Background: an optimization exercise with open tools, aiming at small area. Do not read the settings as production practice.
In this exercise RTL edits were held to simulation tests only and were not proved equivalent to the original.
No driver is modelled on the clock port, so clocking that relies on it looks cheaper here than on a real chip.
Power is estimated from default activity; no workload was simulated.

// core
module core#(
    parameter ADR_MSB = 15,
    parameter DAT_MSB = 15
)(
    input       wire            clk,
    input       wire            rst,
    input       wire            m_wait,
    input       wire[7:0]       m_idata,
    output      wire[7:0]       m_odata,
    output      wire[ADR_MSB:0] m_addr,
    output      wire            m_cs,
    output      wire            m_we
);
reg [15:0] dr;       
reg [15:0] ac;       
reg [15:0] ix;       
reg [15:0] lr;       
reg [15:0] pc;       
reg [5:0]  ir;       
reg        cf;       
reg st_m, st_a, st_b;
wire s_fetch  = st_b & ~st_m;
wire s_decode = st_a & ~st_b & ~st_m;
wire s_post   = st_m & ~st_b;
wire s_mem    = st_m & st_b;
wire s_hi     = st_a;
wire t        = st_a;                
wire is_ldi  = ~ir[4] & ~ir[3];      
wire is_st   = ir[4];                
wire w       = ir[2];
wire op_ld   = ~ir[5] & ~ir[4];      
wire op_alu  = ir[5] & ~ir[4] & ~ir[3];
wire op_mvx  = ir[5] & ~ir[4] &  ir[3];
wire op_jmp  = ir[5] &  ir[4] & ~ir[3];
wire op_jpc  = ir[5] &  ir[4] &  ir[3];
wire mem_op  = ~ir[5];
wire sel_pc  = ~st_m | is_ldi;
assign m_cs   = st_b;
assign m_we   = st_m & is_st;
assign m_addr = sel_pc ? pc : { ix[15:1], ix[0] | s_hi };
wire [15:0] st_src = ir[3] ? lr : ac;
assign m_odata = s_hi ? st_src[15:8] : st_src[7:0];
wire [2:0] s = ir[2:0];
wire [3:0] k;                        
assign k[0] = (s == 3'd3);                                   
assign k[1] = (s == 3'd1) | (s[1:0] == 2'd2) | (s == 3'd5);  
assign k[2] = (s == 3'd0) | (s[1:0] == 2'd2) | (s == 3'd5);  
assign k[3] = ~s[2] & ~(s[1] & ~s[0]) | (s[2] & ~s[1]);      
wire arith = ~s[2] & s[1];
wire sub   = arith & s[0];
wire ror   = &s;
wire ph1 = s_decode & op_alu;
wire ph2 = s_post & op_alu;
wire [7:0] a = ac[7:0];
wire [7:0] d = dr[7:0];
wire [8:0] nb = { 1'b0, st_m ? cf : ac[8], a[7:1] };    
wire [8:0] c;
wire [7:0] f, res;
assign c[0] = arith & (st_m ? t : s[0]);
genvar i;
generate
    for (i = 0; i < 8; i = i + 1) begin : g_alu
        assign f[i] = k[{a[i], d[i]}];
        assign c[i+1] = f[i] ? c[i] : (a[i] & arith);
        assign res[i] = f[i] ^ (c[i] | (ror & nb[i]));
    end
endgenerate
wire t_next = ror ? a[0] : c[8];
always @(posedge clk) begin
    if (rst) begin
        st_m <= (s_decode & ~mem_op) | (s_mem & ~st_a);
        st_a <= 1'b0;
        st_b <= 1'b0;
    end else if (s_mem) begin
  ...
clock: 5.0 ns
lec_check: 0
abc_area: 1
cap_margin: 20
core_margin: 2
core_utilization: 70
gpl_timing_driven: 0
slew_margin: 20
standard.sh (not shown) runs the stock make flow with config.mk's settings and CLKGATE_MAP_FILE= SYNTH_SCRIPT=/design/flow/synth_recipe.tcl, a recipe that flattens the netlist after the stock synthesis.
==> flow/flow/run.sh <==
#!/bin/bash
# Own layout flow: the standard ORFS flow (standard.sh), with
#  - an area-oriented ABC script for the combinational logic (the registers
#    are mapped exactly as in the standard synthesis; abc does not touch them),
#  - minimum-size buffers on the ports,
#  - a clock tree without dummy loads.
set -euo pipefail
HERE=$(pwd)
cat > "$HERE/flow/own_synth.tcl" <<EOT
proc abc {args} {
  set i [lsearch \$args -script]
  set args [lreplace \$args [expr {\$i+1}] [expr {\$i+1}] $HERE/flow/area.abc]
  yosys abc {*}\$args
}
source $HERE/synth_recipe.tcl
EOT
bash standard.sh SYNTH_SCRIPT="$HERE/flow/own_synth.tcl" \
  BUFFER_PORTS_ARGS="-buffer_cell sky130_fd_sc_hd__buf_1" \
  CTS_ARGS="-sink_clustering_enable -repair_clock_nets -buf_list sky130_fd_sc_hd__clkbuf_8 -dont_use_dummy_load" \
  finish > "$HERE/flow_make.log" 2>&1
==> flow/flow/area.abc <==
strash
dch
amap
topo
==> flow/flow/own_synth.tcl <==
proc abc {args} {
  set i [lsearch $args -script]
  set args [lreplace $args [expr {$i+1}] [expr {$i+1}] /design/flow/flow/area.abc]
  yosys abc {*}$args
}
source /design/flow/synth_recipe.tcl
The starting point finished but fails on setup timing.
Change:
--- a/flow/flow/run.sh
+++ b/flow/flow/run.sh
@@ -18,3 +18,3 @@
   BUFFER_PORTS_ARGS="-buffer_cell sky130_fd_sc_hd__buf_1" \
-  CTS_ARGS="-sink_clustering_enable -repair_clock_nets -buf_list sky130_fd_sc_hd__clkbuf_8 -dont_use_dummy_load" \
+  CTS_ARGS="-buf_list sky130_fd_sc_hd__clkbuf_16 -root_buf sky130_fd_sc_hd__clkbuf_16 -sink_clustering_enable -sink_clustering_size 90 -sink_clustering_max_diameter 1000 -dont_use_dummy_load -repair_clock_nets" \
   finish > "$HERE/flow_make.log" 2>&1
==> flow/flow/area.abc (replaced) <==
strash
dc2
dch -f
amap
strash
dc2
dch
amap
strash
dch
amap
topo
Settings changed: GPL_TIMING_DRIVEN 0 to unset, SETUP_SLACK_MARGIN set to 0.1.
Effect: With this change the flow finished with timing, DRC and antenna clean. First-iteration DRC count is lower by 29%. Sequential cell count stays the same. Global-route usage is higher by 0.19 points. Cell area hardly moves. Total power is higher by 8.0%. Non-clock buffer count does not change. Clock power is higher by 45%. Cell count is higher by 1.9%. Combinational power is lower by about 5%.
Change:
--- a/flow/flow/run.sh
+++ b/flow/flow/run.sh
@@ -18,3 +18,3 @@
   BUFFER_PORTS_ARGS="-buffer_cell sky130_fd_sc_hd__buf_1" \
-  CTS_ARGS="-buf_list sky130_fd_sc_hd__clkbuf_16 -root_buf sky130_fd_sc_hd__clkbuf_16 -sink_clustering_enable -sink_clustering_size 90 -sink_clustering_max_diameter 1000 -dont_use_dummy_load -repair_clock_nets" \
+  CTS_ARGS="-sink_clustering_enable -repair_clock_nets -buf_list sky130_fd_sc_hd__clkbuf_8 -dont_use_dummy_load" \
   finish > "$HERE/flow_make.log" 2>&1
Settings changed: SETUP_SLACK_MARGIN 0.1 to 0.2.
removed: flow/flow/own_synth.tcl
After rerunning: Global-route usage fell by 0.36 points; core utilization drops by 0.48 points; die area is unchanged; total power falls by 9.1%; final cell count went up by about 0.8%; synthesized area stays the same; worst setup slack gets better by 0.040 ns; fmax climbs by 0.86%; hold slack barely changes; clock skew grows by 0.0082 ns.


Starting RTL as in the previous note.
==> flow/design.v (excerpt) <==
module core#(
    parameter ADR_MSB = 15,
    parameter DAT_MSB = 15
)(
    input       wire            clk,
    input       wire            rst,
    input       wire            m_wait,
    input       wire[7:0]       m_idata,
    output      wire[7:0]       m_odata,
    output      wire[ADR_MSB:0] m_addr,
    output      wire            m_cs,
    output      wire            m_we
);
reg [15:0] dr;       
reg [15:0] ac;       
reg [15:0] ix;       
reg [15:0] lr;       
reg [15:0] pc;       
reg [5:0]  ir;       
reg        cf;       
reg st_m, st_a, st_b;
wire s_fetch  = st_b & ~st_m;
wire s_decode = st_a & ~st_b & ~st_m;
wire s_post   = st_m & ~st_b;
wire s_mem    = st_m & st_b;
wire s_hi     = st_a;
wire t        = st_a;                
wire is_ldi  = ~ir[4] & ~ir[3];      
wire is_st   = ir[4];                
wire w       = ir[2];
wire op_ld   = ~ir[5] & ~ir[4];      
wire op_alu  = ir[5] & ~ir[4] & ~ir[3];
wire op_mvx  = ir[5] & ~ir[4] &  ir[3];
wire op_jmp  = ir[5] &  ir[4] & ~ir[3];
wire op_jpc  = ir[5] &  ir[4] &  ir[3];
wire mem_op  = ~ir[5];
wire sel_pc  = ~st_m | is_ldi;
assign m_cs   = st_b;
assign m_we   = st_m & is_st;
assign m_addr = sel_pc ? pc : { ix[15:1], ix[0] | s_hi };
wire [15:0] st_src = ir[3] ? lr : ac;
assign m_odata = s_hi ? st_src[15:8] : st_src[7:0];
wire [2:0] s = ir[2:0];
wire [3:0] k;                        
assign k[0] = (s == 3'd3);                                   
assign k[1] = (s == 3'd1) | (s[1:0] == 2'd2) | (s == 3'd5);  
assign k[2] = (s == 3'd0) | (s[1:0] == 2'd2) | (s == 3'd5);  
assign k[3] = ~s[2] & ~(s[1] & ~s[0]) | (s[2] & ~s[1]);      
wire arith = ~s[2] & s[1];
wire sub   = arith & s[0];
wire ror   = &s;
wire ph1 = s_decode & op_alu;
wire ph2 = s_post & op_alu;
wire [7:0] a = ac[7:0];
wire [7:0] d = dr[7:0];
wire [8:0] nb = { 1'b0, st_m ? cf : ac[8], a[7:1] };    
wire [8:0] c;
wire [7:0] f, res;
assign c[0] = arith & (st_m ? t : s[0]);
genvar i;
  ...
export LEC_CHECK = 0
export ABC_AREA = 1
export CAP_MARGIN = 20
export CORE_MARGIN = 2
export CORE_UTILIZATION = 72
export SLEW_MARGIN = 20
create_clock -name core_clock -period 5.0 [get_ports {clk}]
==> flow/flow/run.sh <==
#!/bin/bash
# Own layout flow: the standard ORFS flow (standard.sh), with
#  - an area-oriented ABC script for the combinational logic (the registers
#    are mapped exactly as in the standard synthesis; abc does not touch them),
#  - minimum-size buffers on the ports,
#  - a one-level clock tree: the clock port drives a few clock buffers, each
#    driving the clock pins of one group of nearby registers (own_cts.tcl,
#    run just before TritonCTS, which then leaves the clock net alone),
#  - no large buffers for the resizer's repairs (the platform's dont-use
#    list plus buf_4 and up).
set -euo pipefail
DONT_USE="sky130_fd_sc_hd__probe_p_8 sky130_fd_sc_hd__probec_p_8 sky130_fd_sc_hd__lpflow_bleeder_1 sky130_fd_sc_hd__lpflow_clkbufkapwr_1 sky130_fd_sc_hd__lpflow_clkbufkapwr_16 sky130_fd_sc_hd__lpflow_clkbufkapwr_2 sky130_fd_sc_hd__lpflow_clkbufkapwr_4 sky130_fd_sc_hd__lpflow_clkbufkapwr_8 sky130_fd_sc_hd__lpflow_clkinvkapwr_1 sky130_fd_sc_hd__lpflow_clkinvkapwr_16 sky130_fd_sc_hd__lpflow_clkinvkapwr_2 sky130_fd_sc_hd__lpflow_clkinvkapwr_4 sky130_fd_sc_hd__lpflow_clkinvkapwr_8 sky130_fd_sc_hd__lpflow_decapkapwr_12 sky130_fd_sc_hd__lpflow_decapkapwr_3 sky130_fd_sc_hd__lpflow_decapkapwr_4 sky130_fd_sc_hd__lpflow_decapkapwr_6 sky130_fd_sc_hd__lpflow_decapkapwr_8 sky130_fd_sc_hd__lpflow_inputiso0n_1 sky130_fd_sc_hd__lpflow_inputiso0p_1 sky130_fd_sc_hd__lpflow_inputiso1n_1 sky130_fd_sc_hd__lpflow_inputiso1p_1 sky130_fd_sc_hd__lpflow_inputisolatch_1 sky130_fd_sc_hd__lpflow_isobufsrc_1 sky130_fd_sc_hd__lpflow_isobufsrc_16 sky130_fd_sc_hd__lpflow_isobufsrc_2 sky130_fd_sc_hd__lpflow_isobufsrc_4 sky130_fd_sc_hd__lpflow_isobufsrc_8 sky130_fd_sc_hd__lpflow_isobufsrckapwr_16 sky130_fd_sc_hd__lpflow_lsbuf_lh_hl_isowell_tap_1 sky130_fd_sc_hd__lpflow_lsbuf_lh_hl_isowell_tap_2 sky130_fd_sc_hd__lpflow_lsbuf_lh_hl_isowell_tap_4 sky130_fd_sc_hd__lpflow_lsbuf_lh_isowell_4 sky130_fd_sc_hd__lpflow_lsbuf_lh_isowell_tap_1 sky130_fd_sc_hd__lpflow_lsbuf_lh_isowell_tap_2 sky130_fd_sc_hd__lpflow_lsbuf_lh_isowell_tap_4 sky130_fd_sc_hd__buf_4 sky130_fd_sc_hd__buf_6 sky130_fd_sc_hd__buf_8 sky130_fd_sc_hd__buf_12 sky130_fd_sc_hd__buf_16 sky130_fd_sc_hd__bufinv_16 sky130_fd_sc_hd__bufbuf_16 sky130_fd_sc_hd__bufbuf_8"
HERE=$(pwd)
cat > "$HERE/flow/own_synth.tcl" <<EOT
proc abc {args} {
  set i [lsearch \$args -script]
  set args [lreplace \$args [expr {\$i+1}] [expr {\$i+1}] $HERE/flow/area.abc]
  yosys abc {*}\$args
}
source $HERE/synth_recipe.tcl
EOT
export OWN_NCLK=4
export OWN_CLKBUF=sky130_fd_sc_hd__buf_12
bash standard.sh SYNTH_SCRIPT="$HERE/flow/own_synth.tcl" \
  BUFFER_PORTS_ARGS="-buffer_cell sky130_fd_sc_hd__buf_1" \
  DONT_USE_CELLS="$DONT_USE" \
  PRE_CTS_TCL="$HERE/flow/own_cts.tcl" \
  CTS_ARGS="-sink_clustering_enable -repair_clock_nets -buf_list $OWN_CLKBUF -dont_use_dummy_load" \
  finish > "$HERE/flow_make.log" 2>&1
==> flow/flow/own_cts.tcl <==
# Clock tree: the clock port drives NCLK clock buffers, each driving the
# clock pins of one group of registers (grouped by placement with a k-means
# whose groups hold at most ceil(registers / NCLK) registers each).
set nclk [expr {[info exists ::env(OWN_NCLK)] ? $::env(OWN_NCLK) : 3}]
set bufcell [expr {[info exists ::env(OWN_CLKBUF)] ? $::env(OWN_CLKBUF) : "sky130_fd_sc_hd__clkbuf_16"}]
set block [ord::get_db_block]
set net [$block findNet clk]
set sinks {}
foreach it [$net getITerms] {
  set inst [$it getInst]
  set bb [$inst getBBox]
  set x [expr {([$bb xMin] + [$bb xMax]) / 2.0}]
  set y [expr {([$bb yMin] + [$bb yMax]) / 2.0}]
  lappend sinks [list [$inst getName] [[$it getMTerm] getName] $x $y]
}
# k-means, seeded along x
set sorted [lsort -real -index 2 $sinks]
set n [llength $sorted]
set cent {}
for {set k 0} {$k < $nclk} {incr k} {
  set s [lindex $sorted [expr {int(($k + 0.5) * $n / $nclk)}]]
  lappend cent [list [lindex $s 2] [lindex $s 3]]
}
# balanced k-means: each group takes at most ceil(n / nclk) sinks
set cap [expr {($n + $nclk - 1) / $nclk}]
for {set iter 0} {$iter < 30} {incr iter} {
  set pairs {}
  set si 0
  foreach s $sinks {
    for {set k 0} {$k < $nclk} {incr k} {
      set c [lindex $cent $k]
      lappend pairs [list [expr {abs([lindex $s 2] - [lindex $c 0]) + abs([lindex $s 3] - [lindex $c 1])}] $si $k]
    }
    incr si
  }
  set pairs [lsort -real -index 0 $pairs]
  set done {}
  set groups {}
  set cnt {}
  for {set k 0} {$k < $nclk} {incr k} { lappend groups {}; lappend cnt 0 }
  foreach p $pairs {
    set si [lindex $p 1]; set k [lindex $p 2]
    if {[dict exists $done $si]} continue
    if {[lindex $cnt $k] >= $cap} continue
    dict set done $si 1
    lset cnt $k [expr {[lindex $cnt $k] + 1}]
    lset groups $k [concat [lindex $groups $k] [list [lindex $sinks $si]]]
  }
  set cent {}
  foreach g $groups {
    set sx 0; set sy 0
    foreach s $g { set sx [expr {$sx + [lindex $s 2]}]; set sy [expr {$sy + [lindex $s 3]}] }
    set m [llength $g]
    if {$m == 0} { set m 1 }
    lappend cent [list [expr {$sx / $m}] [expr {$sy / $m}]]
  }
}
set dbu [$block getDbUnitsPerMicron]
for {set k 0} {$k < $nclk} {incr k} {
  set g [lindex $groups $k]
  if {[llength $g] == 0} continue
  set pins {}
  foreach s $g { lappend pins [get_pins "[lindex $s 0]/[lindex $s 1]"] }
  set c [lindex $cent $k]
  set lx [expr {[lindex $c 0] / $dbu}]
  set ly [expr {[lindex $c 1] / $dbu}]
  puts "clock group $k: [llength $g] sinks, buffer at $lx $ly"
  insert_buffer -buffer_cell $bufcell -net clk -load_pins $pins -location [list $lx $ly] -buffer_name clkbuf_g$k -net_name clknet_g$k
}
Other scripts of this flow, unchanged in this note and not shown: flow/flow/area.abc, flow/flow/own_synth.tcl
Rerun with:
--- a/flow/flow/own_cts.tcl
+++ b/flow/flow/own_cts.tcl
@@ -2,2 +2 @@
-# clock pins of one group of registers (grouped by placement with a k-means
-# whose groups hold at most ceil(registers / NCLK) registers each).
+# clock pins of one group of registers (grouped by placement, k-means).
@@ -24,5 +23,3 @@
-# balanced k-means: each group takes at most ceil(n / nclk) sinks
-set cap [expr {($n + $nclk - 1) / $nclk}]
-for {set iter 0} {$iter < 30} {incr iter} {
-  set pairs {}
-  set si 0
+for {set iter 0} {$iter < 50} {incr iter} {
+  set groups {}
+  for {set k 0} {$k < $nclk} {incr k} { lappend groups {} }
@@ -29,0 +27 @@
+    set best 0; set bd 1e30
@@ -32 +30,2 @@
-      lappend pairs [list [expr {abs([lindex $s 2] - [lindex $c 0]) + abs([lindex $s 3] - [lindex $c 1])}] $si $k]
+      set d [expr {abs([lindex $s 2] - [lindex $c 0]) + abs([lindex $s 3] - [lindex $c 1])}]
+      if {$d < $bd} { set bd $d; set best $k }
@@ -34,14 +33 @@
-    incr si
-  }
-  set pairs [lsort -real -index 0 $pairs]
-  set done {}
-  set groups {}
-  set cnt {}
-  for {set k 0} {$k < $nclk} {incr k} { lappend groups {}; lappend cnt 0 }
-  foreach p $pairs {
-    set si [lindex $p 1]; set k [lindex $p 2]
-    if {[dict exists $done $si]} continue
-    if {[lindex $cnt $k] >= $cap} continue
-    dict set done $si 1
-    lset cnt $k [expr {[lindex $cnt $k] + 1}]
-    lset groups $k [concat [lindex $groups $k] [list [lindex $sinks $si]]]
+    lset groups $best [concat [lindex $groups $best] [list $s]]
- CORE_UTILIZATION: 72 -> 75
- SETUP_SLACK_MARGIN: not set -> 0.1
The new run finished with timing, DRC and antenna clean. Sequential share of layout area barely changes. Register-to-register slack is about the same. Hold slack gets worse by 0.0072 ns. Clock power stays flat. Sequential power goes up slightly. Setup slack stays flat. Global-route usage climbs by 1.3 points. Design area hardly moves. Final cell count shrinks slightly.
Rerun with:
- CORE_UTILIZATION: 75 -> 70
- SETUP_SLACK_MARGIN: 0.1 -> not set
Result:
- fmax increases by 2.3%
- worst setup slack gets better by 0.11 ns
- synthesized area stays the same
- synthesized cell count does not change
- design area stays flat
Rerun with:
--- a/flow/flow/own_cts.tcl
+++ b/flow/flow/own_cts.tcl
@@ -2 +2,2 @@
-# clock pins of one group of registers (grouped by placement, k-means).
+# clock pins of one group of registers (grouped by placement with a k-means
+# whose groups hold at most ceil(registers / NCLK) registers each).
@@ -23,3 +24,5 @@
-for {set iter 0} {$iter < 50} {incr iter} {
-  set groups {}
-  for {set k 0} {$k < $nclk} {incr k} { lappend groups {} }
+# balanced k-means: each group takes at most ceil(n / nclk) sinks
+set cap [expr {($n + $nclk - 1) / $nclk}]
+for {set iter 0} {$iter < 30} {incr iter} {
+  set pairs {}
+  set si 0
@@ -27 +29,0 @@
-    set best 0; set bd 1e30
@@ -30,2 +32 @@
-      set d [expr {abs([lindex $s 2] - [lindex $c 0]) + abs([lindex $s 3] - [lindex $c 1])}]
-      if {$d < $bd} { set bd $d; set best $k }
+      lappend pairs [list [expr {abs([lindex $s 2] - [lindex $c 0]) + abs([lindex $s 3] - [lindex $c 1])}] $si $k]
@@ -33 +34,14 @@
-    lset groups $best [concat [lindex $groups $best] [list $s]]
+    incr si
+  }
+  set pairs [lsort -real -index 0 $pairs]
+  set done {}
+  set groups {}
+  set cnt {}
+  for {set k 0} {$k < $nclk} {incr k} { lappend groups {}; lappend cnt 0 }
+  foreach p $pairs {
+    set si [lindex $p 1]; set k [lindex $p 2]
+    if {[dict exists $done $si]} continue
+    if {[lindex $cnt $k] >= $cap} continue
+    dict set done $si 1
+    lset cnt $k [expr {[lindex $cnt $k] + 1}]
+    lset groups $k [concat [lindex $groups $k] [list [lindex $sinks $si]]]
- CAP_MARGIN: 20 -> 0
- CORE_UTILIZATION: 70 -> 75
- SLEW_MARGIN: 20 -> 0
After rerunning: Worst setup slack is worse by 0.22 ns; via count climbs by 2.9%; routed wire length climbs by 3.8%; global-route usage climbs by 2.5 points; sequential cell count is unchanged; total power climbs by 0.40%; first-iteration DRC count drops by 23%; design area drops by 0.66%; sequential power climbs by about 0.6%; clock skew drops by 0.0067 ns; clock power is about the same.

separate check: timing with driven ports:
Ports are ideal in the flow. The routed layouts listed here were re-timed in OpenROAD. Step 1: set_driving_cell puts a clkbuf_16 on clk and a buf_2 on each other input, an assumption about the parent block. Step 2 also shifts input and output timing later by t, the mid clock arrival at the registers, as if the neighbouring blocks saw the same clock. a / b / c = ideal ports / drivers / drivers and shift; a / b = the first two.
| run | t, ns | setup slack, ns | worst setup path after step 2 |
|---|---|---|---|
| the first run of note 1 | 0.372 | -0.264 / -0.264 / -0.264 | register to register |
| the second run of note 1 | 0.359 | 0.324 / 0.324 / 0.324 | register to register |
| the third run of note 1 | 0.377 | 0.364 / 0.364 / 0.364 | register to register |
| the first run of note 2 | 0.210 | 0.299 / 0.298 / 0.298 | register to register |
| the second run of note 2 | 0.207 | 0.299 / 0.299 / 0.299 | register to register |
| the third run of note 2 | 0.210 | 0.404 / 0.404 / 0.404 | register to register |
| the fourth run of note 2 | 0.206 | 0.179 / 0.179 / 0.179 | register to register |
For the first run of note 2, which loses most, drivers alone change the setup slack by -0.001 ns; drivers and shift together by -0.001 ns.
